This is an optimization exercise on Yosys and OpenROAD, whose aim is small area, not a production implementation. Only simulation tests tie the RTL to the original design; equivalence was not proved. No activity file was given, so power comes from the tool's default toggle rates.

==> run F: inputs <==
==> flow/design.v (excerpt) <==
module ocx_tlx_parse_mac(
    output fp_rcv_cmd_valid,
    output [167:0] fp_rcv_cmd_info,
    output fp_rcv_cmd_data_v,
    output [511:0] fp_rcv_cmd_data_bus,
    output fp_rcv_resp_valid,
    output [55:0] fp_rcv_resp_info,
    output fp_rcv_resp_data_v,
    output data_hold_vc0,
    output data_hold_vc1,
    output [7:0] bad_data_indicator,
    output good_crc,
    output crc_flush_done,
    output crc_flush_inprog,
    output crc_error,
    output bookend_flit_v,
    output [3:0] run_length,
    output [1:0] data_arb_vc_v,
    output [1:0] data_arb_flit_cnt,
    output control_parsing_start,
    output control_parsing_end,
    output [511:0] fp_rcv_resp_data_bus,
    output rcv_xmt_credit_tlx_v,
    output [3:0] rcv_xmt_credit_vcx0,
    output [3:0] rcv_xmt_credit_vcx3,
    output [5:0] rcv_xmt_credit_dcpx0,
    output [5:0] rcv_xmt_credit_dcpx3,
    output ctl_flit_start,
    output template0_slot0_v,
    output [27:0] template0_slot0,
    output parser_inprog,    
    output [5:0] ctl_template,
    output [167:0] pars_ctl_info,
    output pars_ctl_valid,
    output cfg_data_v,
    output cfg_data_cnt_v,
    output [31:0] cfg_data_bus,
    output cmd_credit_enable,
    output bdi_cfg_hint,
    input [511:0] dlx_tlx_flit,
    input dlx_tlx_flit_valid,
    input dlx_tlx_flit_crc_err,
    input reset_n,
    input tlx_clk
    );   
    wire [55:0] credit_return;
    wire credit_return_v;
    wire [167:0] pars_ctl_info_wire;
    wire [167:0] pars_ctl_info_s1;
    wire pars_ctl_valid_wire;
    wire ctl_flit_parsed;
    wire [1:0] data_arb_vc_v_wire;
    wire [1:0] data_arb_flit_cnt_wire;
    wire [511:0] pars_data_flit;
    wire [10*512-1:0] pars_data_pipe;
    wire pars_data_valid;  
    wire crc_error_int;
    wire data_arb_cfg_hint;
    wire [3:0] data_arb_cfg_offset;
    wire ctl_flit_parse_end;
    wire bookend_flit_v_wire;
    wire [3:0] run_length_wire;
    wire control_parsing_start_wire;
    wire control_parsing_end_wire;
    assign crc_error = crc_error_int;
    assign ctl_flit_start = ctl_flit_parsed;
    assign pars_ctl_info = pars_ctl_info_wire;
    assign pars_ctl_valid = pars_ctl_valid_wire;
    ocx_tlx_flit_parser flit_parser(
        .tlx_clk            (tlx_clk),                   
        .reset_n            (reset_n),                   
  ...
Settings: LEC_CHECK=0, CAP_MARGIN=30, CORE_MARGIN=2, CORE_UTILIZATION=40, SLEW_MARGIN=40; clock period 10.0 ns.
standard.sh (not shown) runs the stock make flow with config.mk's settings and CLKGATE_MAP_FILE= SYNTH_SCRIPT=/design/flow/synth_recipe.tcl, a recipe that flattens the netlist after the stock synthesis.
==> flow/flow/run.sh <==
#!/bin/bash
# The standard layout (standard.sh) with these changes:
#  - logic is mapped by ABC with an area-oriented script (flow/abc_area.script)
#    in place of ORFS's delay-oriented abc_speed.script: synthesis is the
#    standard one (synth_recipe.tcl) run a second time with SCRIPTS_DIR pointing
#    at a copy of ORFS's scripts that differs only in that file. The registers
#    (flip-flop mapping happens before ABC) are the same; flow/fix_names.py
#    gives the few with numbered instance names the names the standard
#    synthesis (run first) gave them;
#  - port buffers are sky130_fd_sc_hd__buf_1 (every input and output port
#    still gets its buffer);
#  - clock tree synthesis uses clkbuf_4 buffers, clusters of at most 9 sinks
#    within 40 um, and inserts no dummy loads.
# Everything else (floorplan, power grid, tap cells, placement, routing and all
# repair steps) is the standard flow's. Each step's output goes to a log here;
# ORFS writes each step's own log under orfs/logs.
set -euo pipefail
W=$PWD
R=$W/orfs/results/$FLOW_PLATFORM/ocx_tlx_parse_mac/base
L=$W/orfs/logs/$FLOW_PLATFORM/ocx_tlx_parse_mac/base
export BUFFER_PORTS_ARGS="-buffer_cell sky130_fd_sc_hd__buf_1"
export CTS_ARGS="-sink_clustering_enable -repair_clock_nets -dont_use_dummy_load -sink_clustering_size 9 -sink_clustering_max_diameter 40 -buf_list sky130_fd_sc_hd__clkbuf_4"

# 1. standard synthesis, kept for its register names
bash standard.sh synth > synth_standard.log 2>&1
cp "$R/1_2_yosys.v" "$W/standard_1_2_yosys.v"
cp "$L/1_2_yosys.log" "$W/standard_1_2_yosys.log"

# 2. the same synthesis with the area-oriented ABC script
rm -rf "$W/abc_scripts"
cp -r "$FLOW_HOME/scripts" "$W/abc_scripts"
cp "$W/flow/abc_area.script" "$W/abc_scripts/abc_speed.script"
SCRIPTS_DIR="$W/abc_scripts" bash standard.sh do-yosys > synth_area.log 2>&1

# 3. register instance names as the standard synthesis has them
python3 "$W/flow/fix_names.py" "$W/standard_1_2_yosys.v" "$R/1_2_yosys.v" > fix_names.log 2>&1
rm -f "$R/1_synth.odb" "$R/1_synth.sdc"

# 4. the rest of the standard flow, from this netlist
bash standard.sh > flow.log 2>&1
==> flow/flow/abc_area.script <==
&get -n
&st
&dc2
&dch -f
&nf -R 1000
&put
mfs2
&get -n
&st
&dch -f
&nf -R 1000
&put
buffer -c
topo
upsize -c
dnsize -c
Other scripts of this flow, unchanged in this note and not shown: flow/flow/fix_names.py
==> run G: changes against run F <==
--- a/flow/design.v
+++ b/flow/design.v
@@ -398,23 +398,24 @@
 wire [15:0] load_shifted_m1 = load_shifted[16:1];
 assign vc_shift_verified_din = control_parsing_start && data_arb_vc_v_dout[1] ? {12'b0,shift_reg_value} :
                                control_parsing_start && data_arb_vc_v_dout[0] ? 16'b0 :
                                data_arb_vc_v_dout[1] ? vc_shift_verified_dout |  verif_shifted[15:0] :
                                data_arb_vc_v_dout[0] ? vc_shift_verified_dout & (verif_shifted[15:0] ^ vc0_mask) :
                                vc_shift_verified_dout;
-wire [15:0] load_mask  = vc_shift_decr ? load_shifted_m1 : load_shifted[15:0];
-wire [15:0] vc_shift_s = vc_shift_decr ? vc_shift_dout >> 1 : vc_shift_dout;
-wire [15:0] cfg_shift_s = vc_shift_decr ? cfg_shift_dout >> 1 : cfg_shift_dout;
 assign vc_shift_din = crc_reset ? vc_shift_verified_dout :
-                      data_arb_vc_v_dout[1] ? vc_shift_s | load_mask :
-                      data_arb_vc_v_dout[0] ? vc_shift_s & (load_mask ^ vc0_mask) :
-                      vc_shift_s;
+                      data_arb_vc_v_dout[1] && vc_shift_decr ? (vc_shift_dout >> 1) |  load_shifted_m1[15:0] :
+                      data_arb_vc_v_dout[0] && vc_shift_decr ? (vc_shift_dout >> 1) & (load_shifted_m1[15:0] ^ vc0_mask) :
+                      data_arb_vc_v_dout[1] ? vc_shift_dout |  load_shifted[15:0] :
+                      data_arb_vc_v_dout[0] ? vc_shift_dout & (load_shifted[15:0] ^ vc0_mask) :
+                      vc_shift_decr ? vc_shift_dout >> 1 : vc_shift_dout;
 assign cfg_shift_din = crc_reset ? cfg_shift_verified_dout :
-                       data_arb_cfg_hint_dout ? cfg_shift_s | load_mask :
-                       data_vc_v ? cfg_shift_s & (load_mask ^ vc0_mask) :
-                       cfg_shift_s;
+                       data_arb_cfg_hint_dout && vc_shift_decr ? (cfg_shift_dout >> 1) |  load_shifted_m1[15:0] :
+                       data_arb_cfg_hint_dout ? cfg_shift_dout | load_shifted[15:0] :
+                       data_vc_v && vc_shift_decr ? (cfg_shift_dout >> 1) & (load_shifted_m1[15:0] ^ vc0_mask) :
+                       data_vc_v ? cfg_shift_dout & (load_shifted[15:0] ^ vc0_mask) :
+                       vc_shift_decr ? cfg_shift_dout >> 1 : cfg_shift_dout;
 assign cfg_shift_verified_din = control_parsing_start && data_arb_cfg_hint_dout ? {12'b0,shift_reg_value} :
                                 control_parsing_start && data_vc_v ? 16'b0 :
                                 data_arb_cfg_hint_dout ? cfg_shift_verified_dout |  verif_shifted[15:0] :
                                 data_vc_v ? cfg_shift_verified_dout & (verif_shifted[15:0] ^ vc0_mask) :
                                 cfg_shift_verified_dout;
 wire cfg_offset_incr = data_arb_cfg_hint_dout;
--- a/flow/flow/run.sh
+++ b/flow/flow/run.sh
@@ -6,23 +6,23 @@
 #    at a copy of ORFS's scripts that differs only in that file. The registers
 #    (flip-flop mapping happens before ABC) are the same; flow/fix_names.py
 #    gives the few with numbered instance names the names the standard
 #    synthesis (run first) gave them;
 #  - port buffers are sky130_fd_sc_hd__buf_1 (every input and output port
 #    still gets its buffer);
-#  - clock tree synthesis uses clkbuf_4 buffers, clusters of at most 9 sinks
+#  - clock tree synthesis uses clkbuf_4 buffers, clusters of at most 8 sinks
 #    within 40 um, and inserts no dummy loads.
 # Everything else (floorplan, power grid, tap cells, placement, routing and all
 # repair steps) is the standard flow's. Each step's output goes to a log here;
 # ORFS writes each step's own log under orfs/logs.
 set -euo pipefail
 W=$PWD
 R=$W/orfs/results/$FLOW_PLATFORM/ocx_tlx_parse_mac/base
 L=$W/orfs/logs/$FLOW_PLATFORM/ocx_tlx_parse_mac/base
 export BUFFER_PORTS_ARGS="-buffer_cell sky130_fd_sc_hd__buf_1"
-export CTS_ARGS="-sink_clustering_enable -repair_clock_nets -dont_use_dummy_load -sink_clustering_size 9 -sink_clustering_max_diameter 40 -buf_list sky130_fd_sc_hd__clkbuf_4"
+export CTS_ARGS="-sink_clustering_enable -repair_clock_nets -dont_use_dummy_load -sink_clustering_size 8 -sink_clustering_max_diameter 40 -buf_list sky130_fd_sc_hd__clkbuf_4"
 
 # 1. standard synthesis, kept for its register names
 bash standard.sh synth > synth_standard.log 2>&1
 cp "$R/1_2_yosys.v" "$W/standard_1_2_yosys.v"
 cp "$L/1_2_yosys.log" "$W/standard_1_2_yosys.log"
 
==> flow/config.mk (replaced) <==
export PLATFORM = sky130hd
export DESIGN_NAME = ocx_tlx_parse_mac
export DESIGN_NICKNAME = ocx_tlx_parse_mac
export VERILOG_FILES = /design/flow/design.v
export SDC_FILE = /design/flow/constraint.sdc
export NUM_CORES = 8
export LEC_CHECK = 0
export CAP_MARGIN = 20
export CORE_MARGIN = 2
export CORE_UTILIZATION = 40
export SLEW_MARGIN = 20
==> run E: changes against run F <==
--- a/flow/design.v
+++ b/flow/design.v
@@ -391,30 +391,31 @@
                                 control_parsing_start ? 4'b0 :
                                 data_vc_v ? vc_shift_verif_ptr_dout + {1'b0,data_arb_flit_cnt_dout} : vc_shift_verif_ptr_dout;
 assign vc_shift_load_ptr_din = (ctl_flit_parse_done_dout && crc_error_s3_dout && ~(control_parsing_start || bookend_flit_v || crc_flush_inprog_dout)) ? run_length_hold_dout :
                                data_vc_v ? vc_shift_plus :
                                vc_shift_decr ? vc_shift_minus1 : vc_shift_load_ptr_dout;
 wire [19:0] verif_shifted = {16'b0, shift_reg_value} << vc_shift_verif_ptr_dout;
+wire [18:0] load_shifted_m1 = {15'b0, shift_reg_value} << (vc_shift_load_ptr_dout - 4'h1);
 wire [19:0] load_shifted = {16'b0, shift_reg_value} << vc_shift_load_ptr_dout;
-wire [15:0] load_shifted_m1 = load_shifted[16:1];
 assign vc_shift_verified_din = control_parsing_start && data_arb_vc_v_dout[1] ? {12'b0,shift_reg_value} :
                                control_parsing_start && data_arb_vc_v_dout[0] ? 16'b0 :
                                data_arb_vc_v_dout[1] ? vc_shift_verified_dout |  verif_shifted[15:0] :
                                data_arb_vc_v_dout[0] ? vc_shift_verified_dout & (verif_shifted[15:0] ^ vc0_mask) :
                                vc_shift_verified_dout;
-wire [15:0] load_mask  = vc_shift_decr ? load_shifted_m1 : load_shifted[15:0];
-wire [15:0] vc_shift_s = vc_shift_decr ? vc_shift_dout >> 1 : vc_shift_dout;
-wire [15:0] cfg_shift_s = vc_shift_decr ? cfg_shift_dout >> 1 : cfg_shift_dout;
 assign vc_shift_din = crc_reset ? vc_shift_verified_dout :
-                      data_arb_vc_v_dout[1] ? vc_shift_s | load_mask :
-                      data_arb_vc_v_dout[0] ? vc_shift_s & (load_mask ^ vc0_mask) :
-                      vc_shift_s;
+                      data_arb_vc_v_dout[1] && vc_shift_decr ? (vc_shift_dout >> 1) |  load_shifted_m1[15:0] :
+                      data_arb_vc_v_dout[0] && vc_shift_decr ? (vc_shift_dout >> 1) & (load_shifted_m1[15:0] ^ vc0_mask) :
+                      data_arb_vc_v_dout[1] ? vc_shift_dout |  load_shifted[15:0] :
+                      data_arb_vc_v_dout[0] ? vc_shift_dout & (load_shifted[15:0] ^ vc0_mask) :
+                      vc_shift_decr ? vc_shift_dout >> 1 : vc_shift_dout;
 assign cfg_shift_din = crc_reset ? cfg_shift_verified_dout :
-                       data_arb_cfg_hint_dout ? cfg_shift_s | load_mask :
-                       data_vc_v ? cfg_shift_s & (load_mask ^ vc0_mask) :
-                       cfg_shift_s;
+                       data_arb_cfg_hint_dout && vc_shift_decr ? (cfg_shift_dout >> 1) |  load_shifted_m1[15:0] :
+                       data_arb_cfg_hint_dout ? cfg_shift_dout | load_shifted[15:0] :
+                       data_vc_v && vc_shift_decr ? (cfg_shift_dout >> 1) & (load_shifted_m1[15:0] ^ vc0_mask) :
+                       data_vc_v ? cfg_shift_dout & (load_shifted[15:0] ^ vc0_mask) :
+                       vc_shift_decr ? cfg_shift_dout >> 1 : cfg_shift_dout;
 assign cfg_shift_verified_din = control_parsing_start && data_arb_cfg_hint_dout ? {12'b0,shift_reg_value} :
                                 control_parsing_start && data_vc_v ? 16'b0 :
                                 data_arb_cfg_hint_dout ? cfg_shift_verified_dout |  verif_shifted[15:0] :
                                 data_vc_v ? cfg_shift_verified_dout & (verif_shifted[15:0] ^ vc0_mask) :
                                 cfg_shift_verified_dout;
 wire cfg_offset_incr = data_arb_cfg_hint_dout;
--- a/flow/flow/run.sh
+++ b/flow/flow/run.sh
@@ -6,23 +6,23 @@
 #    at a copy of ORFS's scripts that differs only in that file. The registers
 #    (flip-flop mapping happens before ABC) are the same; flow/fix_names.py
 #    gives the few with numbered instance names the names the standard
 #    synthesis (run first) gave them;
 #  - port buffers are sky130_fd_sc_hd__buf_1 (every input and output port
 #    still gets its buffer);
-#  - clock tree synthesis uses clkbuf_4 buffers, clusters of at most 9 sinks
+#  - clock tree synthesis uses clkbuf_4 buffers, clusters of at most 8 sinks
 #    within 40 um, and inserts no dummy loads.
 # Everything else (floorplan, power grid, tap cells, placement, routing and all
 # repair steps) is the standard flow's. Each step's output goes to a log here;
 # ORFS writes each step's own log under orfs/logs.
 set -euo pipefail
 W=$PWD
 R=$W/orfs/results/$FLOW_PLATFORM/ocx_tlx_parse_mac/base
 L=$W/orfs/logs/$FLOW_PLATFORM/ocx_tlx_parse_mac/base
 export BUFFER_PORTS_ARGS="-buffer_cell sky130_fd_sc_hd__buf_1"
-export CTS_ARGS="-sink_clustering_enable -repair_clock_nets -dont_use_dummy_load -sink_clustering_size 9 -sink_clustering_max_diameter 40 -buf_list sky130_fd_sc_hd__clkbuf_4"
+export CTS_ARGS="-sink_clustering_enable -repair_clock_nets -dont_use_dummy_load -sink_clustering_size 8 -sink_clustering_max_diameter 40 -buf_list sky130_fd_sc_hd__clkbuf_4"
 
 # 1. standard synthesis, kept for its register names
 bash standard.sh synth > synth_standard.log 2>&1
 cp "$R/1_2_yosys.v" "$W/standard_1_2_yosys.v"
 cp "$L/1_2_yosys.log" "$W/standard_1_2_yosys.log"
 
==> flow/flow/abc_area.script (replaced) <==
&get -n
&st
&dc2
&dch -f
&nf -R 1000
&st
&dch -f
&nf -R 1000
&put
buffer -c
topo
upsize -c
dnsize -c
==> flow/config.mk (replaced) <==
export PLATFORM = sky130hd
export DESIGN_NAME = ocx_tlx_parse_mac
export DESIGN_NICKNAME = ocx_tlx_parse_mac
export VERILOG_FILES = /design/flow/design.v
export SDC_FILE = /design/flow/constraint.sdc
export NUM_CORES = 8
export LEC_CHECK = 0
export CAP_MARGIN = 20
export CORE_MARGIN = 2
export CORE_UTILIZATION = 40
export SLEW_MARGIN = 20
==> summary of the runs <==
Worst hold slack: run F > run E > run G. Cell count: run F is smaller than run G (0.92%). Maximum frequency, highest first: run F, run E, run G. Wire length: run G > run F > run E. Sequential share of layout area: run F > run G > run E. Via count, lowest first: run F, run G, run E. Total power, lowest first: run F, run E, run G. Between run G and run E, the lower cell area is in run G (gap about 0.34%, measured against run E). In synthesized area, run G and run F hardly differ. Critical path depth: run G < run F < run E.

re-timing with driven ports:
In the flow no input, the clock included, has a driving cell. The finished layouts below were timed again as built, in two steps. Step 1 sets driving cells, clkbuf_16 on the clock port and buf_2 on the other inputs (assumed; they add their load-dependent delay and slew). Step 2, shift: input delay + t, output delay - t, t = (earliest + latest rising clock arrival at the registers) / 2. This alone moves slack from input paths to output paths. Slacks: ideal / step 1 / step 2; pairs: ideal / step 1.
run | t (ns) | slack for setup (ns) | worst data-port slew with drivers (ns)
run F | 1.788 | 1.521 / 1.398 / 3.186 | 0.48
run G | 1.812 | 1.170 / 1.048 / 2.860 | 0.34
run E | 1.827 | 1.455 / 1.329 / 3.155 | 0.41
After both steps every run listed still meets setup and hold.
